What follows belongs to an exercise in optimizing a design on an open flow for small area and a short achievable clock period; a production flow would make more cautious choices. RTL that was checked went through simulation tests only; none was proved equivalent to the original. Power figures rest on the tool's default switching activity, not on a simulated workload.

// sigmoid8_pla
module sigmoid8_pla #(
    parameter WIDTH = 16,
    parameter SLICES = 8,
    parameter FP = 12
) (
    input wire clk,
    input wire rst,
    input wire signed [WIDTH - 1:0] x,
    output wire [WIDTH - 1:0] y
);
Size in the first run: ~540 cells after synthesis, ~88 flip-flops, about 34 I/O pins, roughly 5000 um2 of cells after synthesis.
==> module sigmoid8_pla, before the edit <==
module sigmoid8_pla #(
    parameter WIDTH = 16,
    parameter SLICES = 8,
    parameter FP = 12
) (
    input wire clk,
    input wire rst,
    input wire signed [WIDTH - 1:0] x,
    output wire [WIDTH - 1:0] y
);
    localparam [64*13-1:0] TTAB = {13'd1181, 13'd1181, 13'd1181, 13'd1181, 13'd313, 13'd314, 13'd546, 13'd546, 13'd177, 13'd177, 13'd180, 13'd177, 13'd97, 13'd97, 13'd97, 13'd97, 13'd8189, 13'd8190, 13'd34, 13'd34, 13'd11, 13'd11, 13'd8191, 13'd11, 13'd0, 13'd0, 13'd0, 13'd0, 13'd0, 13'd0, 13'd0, 13'd0, 13'd4096, 13'd4096, 13'd4096, 13'd4096, 13'd4096, 13'd4096, 13'd4084, 13'd4096, 13'd4060, 13'd4060, 13'd4060, 13'd4060, 13'd4036, 13'd4037, 13'd3999, 13'd3999, 13'd3900, 13'd3900, 13'd3903, 13'd3900, 13'd3518, 13'd3518, 13'd3518, 13'd3518, 13'd3148, 13'd3149, 13'd2915, 13'd2915, 13'd2048, 13'd2048, 13'd2048, 13'd2048};
    wire [7:0] r3lo = {1'b0, x[6:0]} + {1'b0, x[5:0], 1'b0};
    wire [6:0] r3hi = {2'b0, x[11:7]} + {1'b0, x[11:6]};
    reg [11:0] r_reg;
    reg [6:1] r3l_reg;
    reg [13:7] r3h_reg;
    reg        r3c_reg;
    reg [4:0]  q_reg;
    reg        z_reg;
    always @(posedge clk) begin
        r_reg   <= x[11:0];
        r3l_reg <= r3lo[6:1];
        r3h_reg <= r3hi;
        r3c_reg <= r3lo[7];
        q_reg   <= x[15:11];
        z_reg   <= ~|x[10:0];
    end
    wire [13:0] r3 = {r3h_reg + {{(6){1'b0}}, r3c_reg}, r3l_reg, r_reg[0]};
    reg s23, s99, s369, s867, sc;
    always @(*) begin
        s23 = 1'b0; s99 = 1'b0; s369 = 1'b0; s867 = 1'b0; sc = 1'b0;
        case (q_reg)
            5'd20, 5'd21, 5'd22, 5'd9, 5'd10, 5'd11: s23 = 1'b1;
            5'd23, 5'd24, 5'd25, 5'd6, 5'd7, 5'd8: begin s99 = 1'b1; sc = 1'b1; end
            5'd26, 5'd27, 5'd28, 5'd3, 5'd4, 5'd5: s369 = 1'b1;
            5'd29, 5'd30, 5'd31, 5'd0, 5'd1, 5'd2: begin s867 = 1'b1; sc = 1'b1; end
            default: ;
        endcase
    end
    wire [12:0] tt = TTAB[{q_reg, z_reg}*13 +: 13];
    wire [11:0] nr = ~r_reg;
    wire [22:0] ta = ({23{s23}}  & {6'd0, r3, 3'd0}) |
                     ({23{s99}}  & {4'd0, r3, 5'd0}) |
                     ({23{s369}} & {2'd0, r3, 7'd0}) |
                     ({23{s867}} & {1'd0, r3, 8'd0}) |
                     {18'd0, s369, 3'b0, s23};
    wire [22:0] tb = ({23{s23}}  & {11'd0, nr}) |
                     ({23{s369}} & {7'd0, nr, 4'd0}) |
                     ({23{s867}} & {4'd0, r3, 5'd0});
    wire [22:0] tc = ({23{sc}} & {9'd0, r3}) |
                     ({23{s369}} & {11'd0, r_reg});
    wire [24:0] s1 = {2'b0, ta ^ tb ^ tc};
    wire [24:0] c1 = {1'b0, (ta & tb) | (ta & tc) | (tb & tc), 1'b0};
    wire [6:0] gl = {1'b0, s1[5:0]} + {1'b0, c1[5:0]};
    wire [6:0] gh = {1'b0, s1[11:6]} + {1'b0, c1[11:6]};
    wire ph = &(s1[11:6] ^ c1[11:6]);
    wire [12:0] u1 = s1[24:12];
    wire [12:0] u2 = c1[24:12];
    wire [12:0] u3 = {tt, {(0){1'b0}}};
    wire [12:0] us = u1 ^ u2 ^ u3;
    wire [12:0] uc = {(u1[11:0] & u2[11:0]) | (u1[11:0] & u3[11:0]) | (u2[11:0] & u3[11:0]), 1'b0};
    reg [12:0] hs_reg;
    reg [12:1] hc_reg;
    reg         gl_reg, gh_reg, ph_reg;
    always @(posedge clk) begin
        hs_reg <= us;
        hc_reg <= uc[12:1];
        gl_reg <= gl[6];
        gh_reg <= gh[6];
        ph_reg <= ph;
    end
    wire lc = gh_reg | (ph_reg & gl_reg);
    wire [12:0] ysum = hs_reg + {hc_reg, 1'b0} + {{(12){1'b0}}, lc};
    reg [12:0] f_reg;
    always @(posedge clk) f_reg <= ysum[12:0];
    reg [12:0] y_reg;
    always @(posedge clk or posedge rst) begin
        if (rst) y_reg <= 13'd0;
        else     y_reg <= f_reg;
    end
    assign y = {3'b000, y_reg};
endmodule
==> flow/config.mk <==
export PLATFORM = sky130hd
export DESIGN_NAME = sigmoid8_pla
export DESIGN_NICKNAME = sigmoid8_pla
export VERILOG_FILES = /design/flow/design.v
export SDC_FILE = /design/flow/constraint.sdc
export NUM_CORES = 4
export LEC_CHECK = 0
export CAP_MARGIN = 20
export CORE_MARGIN = 2
export CORE_UTILIZATION = 65
export SETUP_SLACK_MARGIN = 3.3
export SLEW_MARGIN = 20
==> flow/constraint.sdc <==
create_clock -name core_clock -period 5.5 [get_ports {clk}]
set_input_delay 1.1000 -clock core_clock [delete_from_list [all_inputs] [get_ports {clk}]]
set_output_delay 1.1000 -clock core_clock [all_outputs]
set_load 0.01 [all_outputs]
standard.sh (not shown) runs the stock make flow with config.mk's settings and CLKGATE_MAP_FILE= SYNTH_SCRIPT=/design/flow/synth_recipe.tcl, a recipe that flattens the netlist after the stock synthesis.
==> flow/flow/run.sh <==
#!/bin/bash
# Own layout flow: the standard ORFS flow (standard.sh, unchanged synthesis),
# with a plain buffer on every port instead of the delay cells buffer_ports
# picks by default, and a clock tree with fewer, smaller buffers.
set -euo pipefail
export BUFFER_PORTS_ARGS="-buffer_cell ${OWN_PORT_BUF:-sky130_fd_sc_hd__buf_2}"
export CTS_ARGS="-sink_clustering_enable -repair_clock_nets -sink_clustering_size ${OWN_CTS_SIZE:-30} -sink_clustering_max_diameter ${OWN_CTS_DIAM:-80} -buf_list ${OWN_CTS_BUF:-sky130_fd_sc_hd__clkbuf_8} -dont_use_dummy_load"
bash standard.sh > standard_flow.log 2>&1
The first run ran to the end with no violations.
Next try:
==> flow/design.v (replaced) <==
module sigmoid8_pla #(
    parameter WIDTH = 16,
    parameter SLICES = 8,
    parameter FP = 12
) (
    input wire clk,
    input wire rst,
    input wire signed [WIDTH - 1:0] x,
    output wire [WIDTH - 1:0] y
);
    localparam [64*13-1:0] TTAB = {13'd1181, 13'd1181, 13'd1181, 13'd1181, 13'd313, 13'd314, 13'd546, 13'd546, 13'd177, 13'd177, 13'd180, 13'd177, 13'd97, 13'd97, 13'd97, 13'd97, 13'd8189, 13'd8190, 13'd34, 13'd34, 13'd11, 13'd11, 13'd8191, 13'd11, 13'd0, 13'd0, 13'd0, 13'd0, 13'd0, 13'd0, 13'd0, 13'd0, 13'd4096, 13'd4096, 13'd4096, 13'd4096, 13'd4096, 13'd4096, 13'd4084, 13'd4096, 13'd4060, 13'd4060, 13'd4060, 13'd4060, 13'd4036, 13'd4037, 13'd3999, 13'd3999, 13'd3900, 13'd3900, 13'd3903, 13'd3900, 13'd3518, 13'd3518, 13'd3518, 13'd3518, 13'd3148, 13'd3149, 13'd2915, 13'd2915, 13'd2048, 13'd2048, 13'd2048, 13'd2048};
    reg [15:0] x_reg;
    always @(posedge clk) x_reg <= x;
    wire [9:0] r3lo = {1'b0, x_reg[8:0]} + {1'b0, x_reg[7:0], 1'b0};
    wire [4:0] r3hi = {2'b0, x_reg[11:9]} + {1'b0, x_reg[11:8]};
    reg [11:0] r_reg;
    reg [8:1] r3l_reg;
    reg [13:9] r3h_reg;
    reg        r3c_reg;
    reg [4:0]  q_reg;
    reg        z_reg;
    always @(posedge clk) begin
        r_reg   <= x_reg[11:0];
        r3l_reg <= r3lo[8:1];
        r3h_reg <= r3hi;
        r3c_reg <= r3lo[9];
        q_reg   <= x_reg[15:11];
        z_reg   <= ~|x_reg[10:0];
    end
    wire [13:0] r3 = {r3h_reg + {{(4){1'b0}}, r3c_reg}, r3l_reg, r_reg[0]};
    reg s23, s99, s369, s867, sc;
    always @(*) begin
        s23 = 1'b0; s99 = 1'b0; s369 = 1'b0; s867 = 1'b0; sc = 1'b0;
        case (q_reg)
            5'd20, 5'd21, 5'd22, 5'd9, 5'd10, 5'd11: s23 = 1'b1;
            5'd23, 5'd24, 5'd25, 5'd6, 5'd7, 5'd8: begin s99 = 1'b1; sc = 1'b1; end
            5'd26, 5'd27, 5'd28, 5'd3, 5'd4, 5'd5: s369 = 1'b1;
            5'd29, 5'd30, 5'd31, 5'd0, 5'd1, 5'd2: begin s867 = 1'b1; sc = 1'b1; end
            default: ;
        endcase
    end
    wire [12:0] tt = TTAB[{q_reg, z_reg}*13 +: 13];
    wire [11:0] nr = ~r_reg;
    wire [22:0] ta = ({23{s23}}  & {6'd0, r3, 3'd0}) |
                     ({23{s99}}  & {4'd0, r3, 5'd0}) |
                     ({23{s369}} & {2'd0, r3, 7'd0}) |
                     ({23{s867}} & {1'd0, r3, 8'd0}) |
                     {18'd0, s369, 3'b0, s23};
    wire [22:0] tb = ({23{s23}}  & {11'd0, nr}) |
                     ({23{s369}} & {7'd0, nr, 4'd0}) |
                     ({23{s867}} & {4'd0, r3, 5'd0});
    wire [22:0] tc = ({23{sc}} & {9'd0, r3}) |
                     ({23{s369}} & {11'd0, r_reg});
    wire [24:0] s1 = {2'b0, ta ^ tb ^ tc};
    wire [24:0] c1 = {1'b0, (ta & tb) | (ta & tc) | (tb & tc), 1'b0};
    wire [8:0] lo = {1'b0, s1[7:0]} + {1'b0, c1[7:0]};
    wire [16:0] u1 = s1[24:8];
    wire [16:0] u2 = c1[24:8];
    wire [16:0] u3 = {tt, {(4){1'b0}}};
    wire [16:0] us = u1 ^ u2 ^ u3;
    wire [16:0] uc = {(u1[15:0] & u2[15:0]) | (u1[15:0] & u3[15:0]) | (u2[15:0] & u3[15:0]), 1'b0};
    reg [16:0] hs_reg;
    reg [16:1] hc_reg;
    reg         lc_reg;
    always @(posedge clk) begin
        hs_reg <= us;
        hc_reg <= uc[16:1];
        lc_reg <= lo[8];
    end
    wire [16:0] ysum = hs_reg + {hc_reg, 1'b0} + {{(16){1'b0}}, lc_reg};
    reg [12:0] y_reg;
    always @(posedge clk or posedge rst) begin
        if (rst) y_reg <= 13'd0;
        else     y_reg <= ysum[16:4];
    end
    assign y = {3'b000, y_reg};
endmodule
The changed run completed with no timing, DRC or antenna violations.
Final area went up slightly.
Synthesized area went up by a few percent.
Count of clock-buffer cells in the layout does not change.
Routed wire length went down slightly.
Die area went up by a few percent.
Cell count went up by a few percent.
Flip-flop and latch count went up by 9.
Clock power went up by a few percent.
Combinational power went down by a few percent.
Total power went up slightly.
No run of this note included a check of the RTL's function; only the layout flow was run.


Setup of v6:
Another version of the RTL of sigmoid8_pla (not shown whole).
Size: about 34 I/O pins, ~5200 sq um of cells after synthesis.
==> module sigmoid8_pla, before the edit <==
module sigmoid8_pla #(
    parameter WIDTH = 16,
    parameter SLICES = 8,
    parameter FP = 12
) (
    input wire clk,
    input wire rst,
    input wire signed [WIDTH - 1:0] x,
    output wire [WIDTH - 1:0] y
);
    localparam [64*13-1:0] TTAB = {13'd1181, 13'd1181, 13'd1181, 13'd1181, 13'd313, 13'd314, 13'd542, 13'd542, 13'd173, 13'd173, 13'd176, 13'd173, 13'd97, 13'd97, 13'd97, 13'd97, 13'd8189, 13'd8190, 13'd34, 13'd34, 13'd11, 13'd11, 13'd8191, 13'd11, 13'd0, 13'd0, 13'd0, 13'd0, 13'd0, 13'd0, 13'd0, 13'd0, 13'd4096, 13'd4096, 13'd4096, 13'd4096, 13'd4096, 13'd4096, 13'd4084, 13'd4096, 13'd4060, 13'd4060, 13'd4060, 13'd4060, 13'd4036, 13'd4037, 13'd3999, 13'd3999, 13'd3900, 13'd3900, 13'd3903, 13'd3900, 13'd3514, 13'd3514, 13'd3514, 13'd3514, 13'd3144, 13'd3145, 13'd2915, 13'd2915, 13'd2048, 13'd2048, 13'd2048, 13'd2048};
    reg [15:0] x_reg;
    always @(posedge clk) x_reg <= x;
    reg [11:0] r_reg;
    reg [13:1] r3_reg;
    reg [4:0]  q_reg;
    reg        z_reg;
    always @(posedge clk) begin
        r_reg  <= x_reg[11:0];
        r3_reg <= ({1'b0, x_reg[11:0], 1'b0} + {2'b0, x_reg[11:0]}) >> 1;
        q_reg  <= x_reg[15:11];
        z_reg  <= ~|x_reg[10:0];
    end
    wire [13:0] r3 = {r3_reg, r_reg[0]};
    reg s23, s99, s369, s867;
    always @(*) begin
        s23 = 1'b0; s99 = 1'b0; s369 = 1'b0; s867 = 1'b0;
        case (q_reg)
            5'd20, 5'd21, 5'd22, 5'd9, 5'd10, 5'd11: s23 = 1'b1;
            5'd23, 5'd24, 5'd25, 5'd6, 5'd7, 5'd8: s99 = 1'b1;
            5'd26, 5'd27, 5'd28, 5'd3, 5'd4, 5'd5: s369 = 1'b1;
            5'd29, 5'd30, 5'd31, 5'd0, 5'd1, 5'd2: s867 = 1'b1;
            default: ;
        endcase
    end
    wire [12:0] tt = TTAB[{q_reg, z_reg}*13 +: 13];
    wire [22:0] ta = ({23{s23}}  & {6'd0, r3, 3'd0}) |
                     ({23{s99}}  & {4'd0, r3, 5'd0}) |
                     ({23{s369}} & {2'd0, r3, 7'd0}) |
                     ({23{s867}} & {1'd0, r3, 8'd0}) |
                     {20'd0, s369, 1'b0, s23 | s369};
    wire [22:0] tb = ({23{s23}}  & {11'd0, ~r_reg}) |
                     ({23{s99}}  & {9'd0, r3}) |
                     ({23{s369}} & {7'd0, ~r3, 2'd0}) |
                     ({23{s867}} & {4'd0, r3, 5'd0});
    wire [22:0] tc = ({23{s369}} & {9'd0, ~r3}) |
                     ({23{s867}} & {9'd0, r3});
    wire [24:0] s1 = {2'b0, ta ^ tb ^ tc};
    wire [24:0] c1 = {1'b0, (ta & tb) | (ta & tc) | (tb & tc), 1'b0};
    wire [8:0] lo = {1'b0, s1[7:0]} + {1'b0, c1[7:0]};
    wire [16:0] u1 = s1[24:8];
    wire [16:0] u2 = c1[24:8];
    wire [16:0] u3 = {tt, {(4){1'b0}}};
    wire [16:0] us = u1 ^ u2 ^ u3;
    wire [16:0] uc = {(u1[15:0] & u2[15:0]) | (u1[15:0] & u3[15:0]) | (u2[15:0] & u3[15:0]), 1'b0};
    reg [16:0] hs_reg;
    reg [16:1] hc_reg;
    reg         lc_reg;
    always @(posedge clk) begin
        hs_reg <= us;
        hc_reg <= uc[16:1];
        lc_reg <= lo[8];
    end
    wire [16:0] ysum = hs_reg + {hc_reg, 1'b0} + {{(16){1'b0}}, lc_reg};
    reg [12:0] y_reg;
    always @(posedge clk or posedge rst) begin
        if (rst) y_reg <= 13'd0;
        else     y_reg <= ysum[16:4];
    end
    assign y = {3'b000, y_reg};
endmodule
==> flow/config.mk <==
export PLATFORM = sky130hd
export DESIGN_NAME = sigmoid8_pla
export DESIGN_NICKNAME = sigmoid8_pla
export VERILOG_FILES = /design/flow/design.v
export SDC_FILE = /design/flow/constraint.sdc
export NUM_CORES = 4
export LEC_CHECK = 0
export CAP_MARGIN = 20
export CORE_MARGIN = 2
export CORE_UTILIZATION = 65
export SETUP_SLACK_MARGIN = 3.3
export SLEW_MARGIN = 20
==> flow/constraint.sdc <==
create_clock -name core_clock -period 5.5 [get_ports {clk}]
set_input_delay 1.1000 -clock core_clock [delete_from_list [all_inputs] [get_ports {clk}]]
set_output_delay 1.1000 -clock core_clock [all_outputs]
set_load 0.01 [all_outputs]
Scripts as last shown in full above: flow/flow/run.sh
The final layout from v6, which completed every stage, passed the timing, design-rule and antenna checks at the end of the flow.
--- input diff v6..v7 ---
==> flow/design.v <==
module sigmoid8_pla #(
    parameter WIDTH = 16,
    parameter SLICES = 8,
    parameter FP = 12
) (
    input wire clk,
    input wire rst,
    input wire signed [WIDTH - 1:0] x,
    output wire [WIDTH - 1:0] y
);
    localparam [64*13-1:0] TTAB = {13'd1181, 13'd1181, 13'd1181, 13'd1181, 13'd313, 13'd314, 13'd546, 13'd546, 13'd177, 13'd177, 13'd180, 13'd177, 13'd97, 13'd97, 13'd97, 13'd97, 13'd8189, 13'd8190, 13'd34, 13'd34, 13'd11, 13'd11, 13'd8191, 13'd11, 13'd0, 13'd0, 13'd0, 13'd0, 13'd0, 13'd0, 13'd0, 13'd0, 13'd4096, 13'd4096, 13'd4096, 13'd4096, 13'd4096, 13'd4096, 13'd4084, 13'd4096, 13'd4060, 13'd4060, 13'd4060, 13'd4060, 13'd4036, 13'd4037, 13'd3999, 13'd3999, 13'd3900, 13'd3900, 13'd3903, 13'd3900, 13'd3518, 13'd3518, 13'd3518, 13'd3518, 13'd3148, 13'd3149, 13'd2915, 13'd2915, 13'd2048, 13'd2048, 13'd2048, 13'd2048};
    reg [15:0] x_reg;
    always @(posedge clk) x_reg <= x;
    wire [9:0] r3lo = {1'b0, x_reg[8:0]} + {1'b0, x_reg[7:0], 1'b0};
    wire [4:0] r3hi = {2'b0, x_reg[11:9]} + {1'b0, x_reg[11:8]};
    reg [11:0] r_reg;
    reg [8:1] r3l_reg;
    reg [13:9] r3h_reg;
    reg        r3c_reg;
    reg [4:0]  q_reg;
    reg        z_reg;
    always @(posedge clk) begin
        r_reg   <= x_reg[11:0];
        r3l_reg <= r3lo[8:1];
        r3h_reg <= r3hi;
        r3c_reg <= r3lo[9];
        q_reg   <= x_reg[15:11];
        z_reg   <= ~|x_reg[10:0];
    end
    wire [13:0] r3 = {r3h_reg + {{(4){1'b0}}, r3c_reg}, r3l_reg, r_reg[0]};
    reg s23, s99, s369, s867;
    always @(*) begin
        s23 = 1'b0; s99 = 1'b0; s369 = 1'b0; s867 = 1'b0;
        case (q_reg)
            5'd20, 5'd21, 5'd22, 5'd9, 5'd10, 5'd11: s23 = 1'b1;
            5'd23, 5'd24, 5'd25, 5'd6, 5'd7, 5'd8: s99 = 1'b1;
            5'd26, 5'd27, 5'd28, 5'd3, 5'd4, 5'd5: s369 = 1'b1;
            5'd29, 5'd30, 5'd31, 5'd0, 5'd1, 5'd2: s867 = 1'b1;
            default: ;
        endcase
    end
    wire [12:0] tt = TTAB[{q_reg, z_reg}*13 +: 13];
    wire [11:0] nr = ~r_reg;
    wire [22:0] ta = ({23{s23}}  & {6'd0, r3, 3'd0}) |
                     ({23{s99}}  & {4'd0, r3, 5'd0}) |
                     ({23{s369}} & {2'd0, r3, 7'd0}) |
                     ({23{s867}} & {1'd0, r3, 8'd0}) |
                     {18'd0, s369, 3'b0, s23};
    wire [22:0] tb = ({23{s23}}  & {11'd0, nr}) |
                     ({23{s369}} & {7'd0, nr, 4'd0}) |
                     ({23{s867}} & {4'd0, r3, 5'd0});
    wire [22:0] tc = ({23{s99 | s867}} & {9'd0, r3}) |
                     ({23{s369}} & {11'd0, r_reg});
    wire [24:0] s1 = {2'b0, ta ^ tb ^ tc};
    wire [24:0] c1 = {1'b0, (ta & tb) | (ta & tc) | (tb & tc), 1'b0};
    wire [8:0] lo = {1'b0, s1[7:0]} + {1'b0, c1[7:0]};
    wire [16:0] u1 = s1[24:8];
    wire [16:0] u2 = c1[24:8];
    wire [16:0] u3 = {tt, {(4){1'b0}}};
    wire [16:0] us = u1 ^ u2 ^ u3;
    wire [16:0] uc = {(u1[15:0] & u2[15:0]) | (u1[15:0] & u3[15:0]) | (u2[15:0] & u3[15:0]), 1'b0};
    reg [16:0] hs_reg;
    reg [16:1] hc_reg;
    reg         lc_reg;
    always @(posedge clk) begin
        hs_reg <= us;
        hc_reg <= uc[16:1];
        lc_reg <= lo[8];
    end
    wire [16:0] ysum = hs_reg + {hc_reg, 1'b0} + {{(16){1'b0}}, lc_reg};
    reg [12:0] y_reg;
    always @(posedge clk or posedge rst) begin
        if (rst) y_reg <= 13'd0;
        else     y_reg <= ysum[16:4];
    end
    assign y = {3'b000, y_reg};
endmodule
[summary]
Changes observed in v7 relative to v6: routed wire length went down; sequential cell area went up.
v7 | stages: all done | timing, DRC, antenna: all pass
v7 — overall global routing resource usage 1.5 points lower, v6 as reference
| critical path data arrival time | v7 vs v6 | ≈ equal |
Compared with v6, v7 shows a fraction of power spent switching nets that is 0.69 points lower.
Compared to v6, v7 has width of the die 0.50% lower.
Summary: with v6 as the reference, vias per cell in v7 moved down by a few percent.
Diff v6 -> v7 | synthesized area | down slightly

[re-timing with driven ports]
The results above use ideal ports. As a check the final layouts listed here were re-extracted and re-timed, cells and wires unchanged. Step 1 assumes that a clkbuf_16 drives the clock port and a buf_2 every other input. Step 2 adds t to the input delays and takes it off the output delays; t is the mean of the earliest and latest rising clock arrival at the registers after step 1. Input paths then give back, and output paths get back, about the clock's delay inside the block. Three values: ideal ports, drivers, drivers and shift; two values: the first two.
run	t, ns	slack for setup (ns)	hold WS [ns]	worst setup path after step 2	worst data-port slew with drivers (ns)
the first run of note 1	0.368	3.138 / 3.138 / 3.074	0.323 / 0.323 / 0.323	input to register	0.03
the second run of note 1	0.365	3.293 / 3.293 / 3.293	0.382 / 0.382 / 0.382	register to register	0.03
v6	0.368	3.267 / 3.267 / 3.267	0.402 / 0.402 / 0.402	register to register	0.03
v7	0.368	3.288 / 3.288 / 3.288	0.381 / 0.381 / 0.381	register to register	0.03
After both steps setup and hold are still met in every run listed. For the first run of note 1, which loses most, drivers alone change the setup slack by 0.000 ns; drivers and shift together by -0.064 ns.
